From an optimization exercise on the open Yosys and OpenROAD flow, aimed at a short achievable clock period and few clock cycles; shortcuts taken in it are not production practice.
Function was checked by simulation only, so behaviour that the tests miss may differ from the original.
No activity file was given, so power comes from the tool's default toggle rates.

==> umber <==
// SingleCycle_MIPS
module SingleCycle_MIPS(
    clk,
    rst_n,
    IR_addr,
    IR,
    ReadDataMem,
    CEN,
    WEN,
    A,
    ReadData2,
    OEN
);
export LEC_CHECK = 0
export ABC_AREA = 1
export CAP_MARGIN = 20
export CORE_MARGIN = 2
export CORE_UTILIZATION = 40
export CTS_CLUSTER_DIAMETER = 150
export CTS_CLUSTER_SIZE = 25
export SETUP_SLACK_MARGIN = 5.0
export SLEW_MARGIN = 20
create_clock -name core_clock -period 7.5 [get_ports {clk}]
standard.sh (not shown) runs the stock make flow with config.mk's settings and CLKGATE_MAP_FILE= SYNTH_SCRIPT=/design/flow/synth_recipe.tcl, a recipe that flattens the netlist after the stock synthesis.
==> flow/flow/run.sh <==
#!/bin/bash
set -euo pipefail
here=$(pwd)
bash standard.sh "POST_GLOBAL_PLACE_TCL=$here/flow/move_oflops.tcl" finish > "$here/flow.log" 2>&1
==> flow/flow/move_oflops.tcl <==
# Move each output port's buffer, and the flip-flop that drives only that buffer, to the
# point of the core nearest the port's pin; detailed placement then legalizes them there.
set block [ord::get_db_block]
set core [$block getCoreArea]
set cx0 [$core xMin]; set cy0 [$core yMin]; set cx1 [$core xMax]; set cy1 [$core yMax]
set moved 0
foreach bterm [$block getBTerms] {
  if {[$bterm getIoType] != "OUTPUT"} { continue }
  set net [$bterm getNet]
  if {$net == "NULL"} { continue }
  set buf ""
  foreach it [$net getITerms] { if {[$it isOutputSignal]} { set buf [$it getInst] } }
  if {$buf == ""} { continue }
  set innet ""
  foreach it [$buf getITerms] { if {[$it isInputSignal] && [$it getNet] != "NULL"} { set innet [$it getNet] } }
  if {$innet == ""} { continue }
  set ff ""
  foreach it [$innet getITerms] { if {[$it isOutputSignal]} { set ff [$it getInst] } }
  if {$ff == ""} { continue }
  if {![string match "*df*" [[$ff getMaster] getName]]} { continue }
  if {[llength [$innet getITerms]] != 2} { continue }
  set bb [$bterm getBBox]
  set px [expr {([$bb xMin] + [$bb xMax]) / 2}]
  set py [expr {([$bb yMin] + [$bb yMax]) / 2}]
  set w [[$ff getMaster] getWidth]
  set h [[$ff getMaster] getHeight]
  set x [expr {min(max($px, $cx0), $cx1 - 2 * $w)}]
  set y [expr {min(max($py, $cy0), $cy1 - 2 * $h)}]
  $buf setLocation $x $y
  $ff setLocation $x $y
  incr moved
}
puts "move_oflops: moved $moved output buffers and flip-flops next to their pins"
==> lagoon: changes against umber <==
--- a/flow/design.v
+++ b/flow/design.v
@@ -24,17 +24,19 @@
     reg         v_R;
     reg  [31:0] ir_R;
     reg  [9:0]  pc_R;
     reg  [9:0]  bt_R, pn_R;
     reg         pt_R, pv_R;
     reg  [5:0]  pi_R;
     reg  [1:0]  pc2_R;
-    reg  [31:0] s1_R, s2_R;      
+    reg  [31:0] gA_R [0:3];      
+    reg  [31:0] gB_R [0:3];      
     reg         byA, byB;        
     reg         bmA, bmB;        
+    reg         bwA, bwB;        
     reg         v_D;
     reg  [31:0] ir_D;
     reg  [9:0]  pc_D;
     reg  [9:0]  bt_D;            
     reg  [9:0]  pn_D;            
     reg         pt_D;            
     reg         pv_D;            
@@ -55,15 +57,16 @@
     reg  [31:0] z1_E, z0_E;      
     reg  [31:0] xl_E;            
     reg  [8:0]  lo_E;            
     reg         cen_E, wen_E;
     reg  [6:0]  addr_E;
     reg  [31:0] sd_E;
     reg  [31:0] ws_M;            
-    reg  [31:0] res_M;
+    reg  [31:0] res_M;           
+    reg  [31:0] res_W;           
     reg  [31:0] rf [0:31];
     reg  [9:0]  ras [0:7];
     reg  [7:0]  fv;
     reg  [9:0]  fkey [0:7];
     reg  [9:0]  ftgt [0:7];
     reg  [2:0]  fnext;
     reg         fpend;           
@@ -165,25 +168,30 @@
     always @(*) begin
         fhit_n = 1'b0; fdup = 1'b0; fpred_n = 10'd0;
         for (k = 0; k < 8; k = k + 1) begin
             if (fv[k] && fkey[k] == pc) begin fhit_n = 1'b1; fpred_n = fpred_n | ftgt[k]; end
             if (fv[k] && fkey[k] == fpkey) fdup = 1'b1;
         end
     end
-    reg  [31:0] rf_A, rf_B;
+    wire [31:0] rf_A = gA_R[0] | gA_R[1] | gA_R[2] | gA_R[3];
+    wire [31:0] rf_B = gB_R[0] | gB_R[1] | gB_R[2] | gB_R[3];
+    wire [31:0] nA = byA ? res_E : bmA ? res_M : bwA ? res_W : rf_A;
+    wire [31:0] nB = byB ? res_E : bmB ? res_M : bwB ? res_W : rf_B;
+    reg  [31:0] fgA [0:3];
+    reg  [31:0] fgB [0:3];
     always @(*) begin
-        rf_A = 32'd0;
-        rf_B = 32'd0;
+        for (k = 0; k < 4; k = k + 1) begin
+            fgA[k] = 32'd0;
+            fgB[k] = 32'd0;
+        end
         for (k = 0; k < 32; k = k + 1) begin
-            rf_A = rf_A | ({32{s1_R[k]}} & rf[k]);
-            rf_B = rf_B | ({32{s2_R[k]}} & rf[k]);
+            fgA[k/8] = fgA[k/8] | ({32{IR[25:21] == k}} & rf[k]);
+            fgB[k/8] = fgB[k/8] | ({32{IR[20:16] == k}} & rf[k]);
         end
     end
-    wire [31:0] nA = byA ? res_E : bmA ? res_M : rf_A;
-    wire [31:0] nB = byB ? res_E : bmB ? res_M : rf_B;
     wire       pv_F = (pc == ppc_F);                       
     wire       fhit = pv_F & ffh_F;
     wire [9:0] fpred = fft_F;
     wire       pt_F = (IR[31:26] == 6'h04) & pv_F & pp_F[1] & (IR[15:0] != 16'd1);
     wire [10:0] c_bt;
     ks_carry #(10) u_bt (.g(pc & IR[9:0]), .p(pc ^ IR[9:0]), .cin(1'b1), .c(c_bt));
     wire [9:0] bt_F = pc ^ IR[9:0] ^ c_bt[9:0];
@@ -195,16 +203,15 @@
     wire [5:0] pre_i = pc[5:0] ^ {ghist, 2'b00};
     wire uA = ~(ir_R[31:27] == 5'b00001);    
     wire hzA_n = uA & v_D & wr_D & (ir_R[25:21] == dst_D);
     wire hzB_n = uA & v_D & wr_D & (ir_R[20:16] == dst_D);
     always @(posedge clk or negedge rst_n) begin
         if (~rst_n) begin
             pci_F <= 10'd0;
-            v_R <= 1'b0; v_D <= 1'b0; we_E <= 1'b0; ws_M <= 32'd0;
-            for (i = 0; i < 32; i = i + 1) rf[i] <= 32'd0;
+            v_R <= 1'b0; v_D <= 1'b0; we_E <= 1'b0; ws_M <= 32'hffffffff; res_M <= 32'd0;
             fv <= 8'd0; fnext <= 3'd0; fpend <= 1'b0;
             for (i = 0; i < 64; i = i + 1) pht[i] <= 2'b01;
             ghist <= 4'd0; bu_v <= 1'b0;
         end else begin
             pci_F <= pc_nx;
             v_R <= ~redir;
             v_D <= v_R & ~redir & ~(beq_eq & brK);
@@ -217,16 +224,15 @@
             fpend <= f_jj;
             if (fpend && !fdup) begin
                 fv[fnext] <= 1'b1;
                 fnext     <= fnext + 3'd1;
             end
             we_E  <= go_D & wr_D;
             for (i = 0; i < 32; i = i + 1) ws_M[i] <= we_E & (rd_E == i);
-            for (i = 0; i < 32; i = i + 1)
-                if (ws_M[i]) rf[i] <= res_M;
+            res_M <= res_E;
         end
     end
     wire [5:0] r_op = ir_R[31:26];
     wire [5:0] r_fn = ir_R[5:0];
     wire r_R   = (r_op == 6'h00);
     wire r_LW  = (r_op == 6'h23);
     wire r_SW  = (r_op == 6'h2b);
@@ -236,18 +242,20 @@
     wire r_ADD = r_R & (r_fn[3:0] == 4'b0000);
     wire r_SUB = r_R & (r_fn[3:0] == 4'b0010);
     wire r_OR  = r_R & (r_fn[3:0] == 4'b0101);
     wire r_SLT = r_R & (r_fn[3:0] == 4'b1010);
     always @(posedge clk) begin
         pc_F  <= rst_n ? pc_nx : 10'd0;
         ir_R  <= IR;
-        for (i = 0; i < 32; i = i + 1) begin
-            s1_R[i] <= (IR[25:21] == i);
-            s2_R[i] <= (IR[20:16] == i);
+        for (i = 0; i < 4; i = i + 1) begin
+            gA_R[i] <= fgA[i];
+            gB_R[i] <= fgB[i];
         end
+        bwA   <= ws_M[IR[25:21]];
+        bwB   <= ws_M[IR[20:16]];
         byA   <= v_D & wr_D & (IR[25:21] == dst_D);
         byB   <= v_D & wr_D & (IR[20:16] == dst_D);
         bmA   <= we_E & (IR[25:21] == rd_E);
         bmB   <= we_E & (IR[20:16] == rd_E);
         pc_R  <= pc;
         bt_R  <= bt_F;
         pn_R  <= pc_seq;
@@ -325,15 +333,17 @@
         z0_E  <= fp ^ {fg[30:0] | fp[30:0], dSUB};
         xl_E  <= dAND ? fg : (fA | fBB);
         lo_E  <= vA[8:0] ^ vBB ^ c_o[8:0];
         addr_E <= ea[8:2];
         cen_E <= ~(go_D & (isLW | isSW));
         wen_E <= ~(go_D & isSW);
         sd_E  <= sB;
-        res_M <= res_E;
+        res_W <= res_M;
+        for (i = 0; i < 32; i = i + 1)
+            if (ws_M[i]) rf[i] <= res_M;
     end
 endmodule
 module ks_carry #(parameter W = 32) (
     input  [W-1:0] g,
     input  [W-1:0] p,
     input          cin,
     output [W:0]   c
==> comparison <==
- lagoon finished with timing, DRC and antenna clean. umber finished clean.
- Between lagoon and umber, the lower power is in umber (gap 22%, measured against umber).
- In umber the combinational power is smaller than in lagoon, by about 30%.
- Between umber and lagoon, the lower die area is in lagoon (gap about 0.6%, measured against lagoon).
- Between lagoon and umber, the lower via count is in lagoon (gap about 15%, measured against umber).
- Register-to-register slack is about the same in lagoon and umber.
Testbench counts of umber, summed over its fixed seeds: cycles 80,589.
Testbench counts of lagoon, summed over its fixed seeds: cycles 80,589.

port drivers added, routing unchanged:
The results above use ideal ports. As a check the final layouts listed here were re-extracted and re-timed, cells and wires unchanged.
Step 1: set_driving_cell puts a clkbuf_16 on clk and a buf_2 on each other input, an assumption about the parent block.
Step 2 times the ports against the registers' clock, not the clock port: input delays grow and output delays shrink by t, the midpoint of the rising clock arrivals with the driver on.
a / b / c = ideal ports / drivers / drivers and shift; a / b = the first two.
| run | t, ns | setup slack, ns | hold WS [ns] | worst setup path after step 2 |
|---|---|---|---|---|
| umber | 0.914 | 4.720 / 4.616 / 4.063 | 0.315 / 0.315 / 0.315 | input to register |
| lagoon | 0.898 | 4.703 / 4.607 / 3.956 | 0.309 / 0.309 / 0.309 | input to register |
After both steps every run listed still meets setup and hold. For lagoon, which loses most, drivers alone change the setup slack by -0.096 ns; drivers and shift together by -0.747 ns.
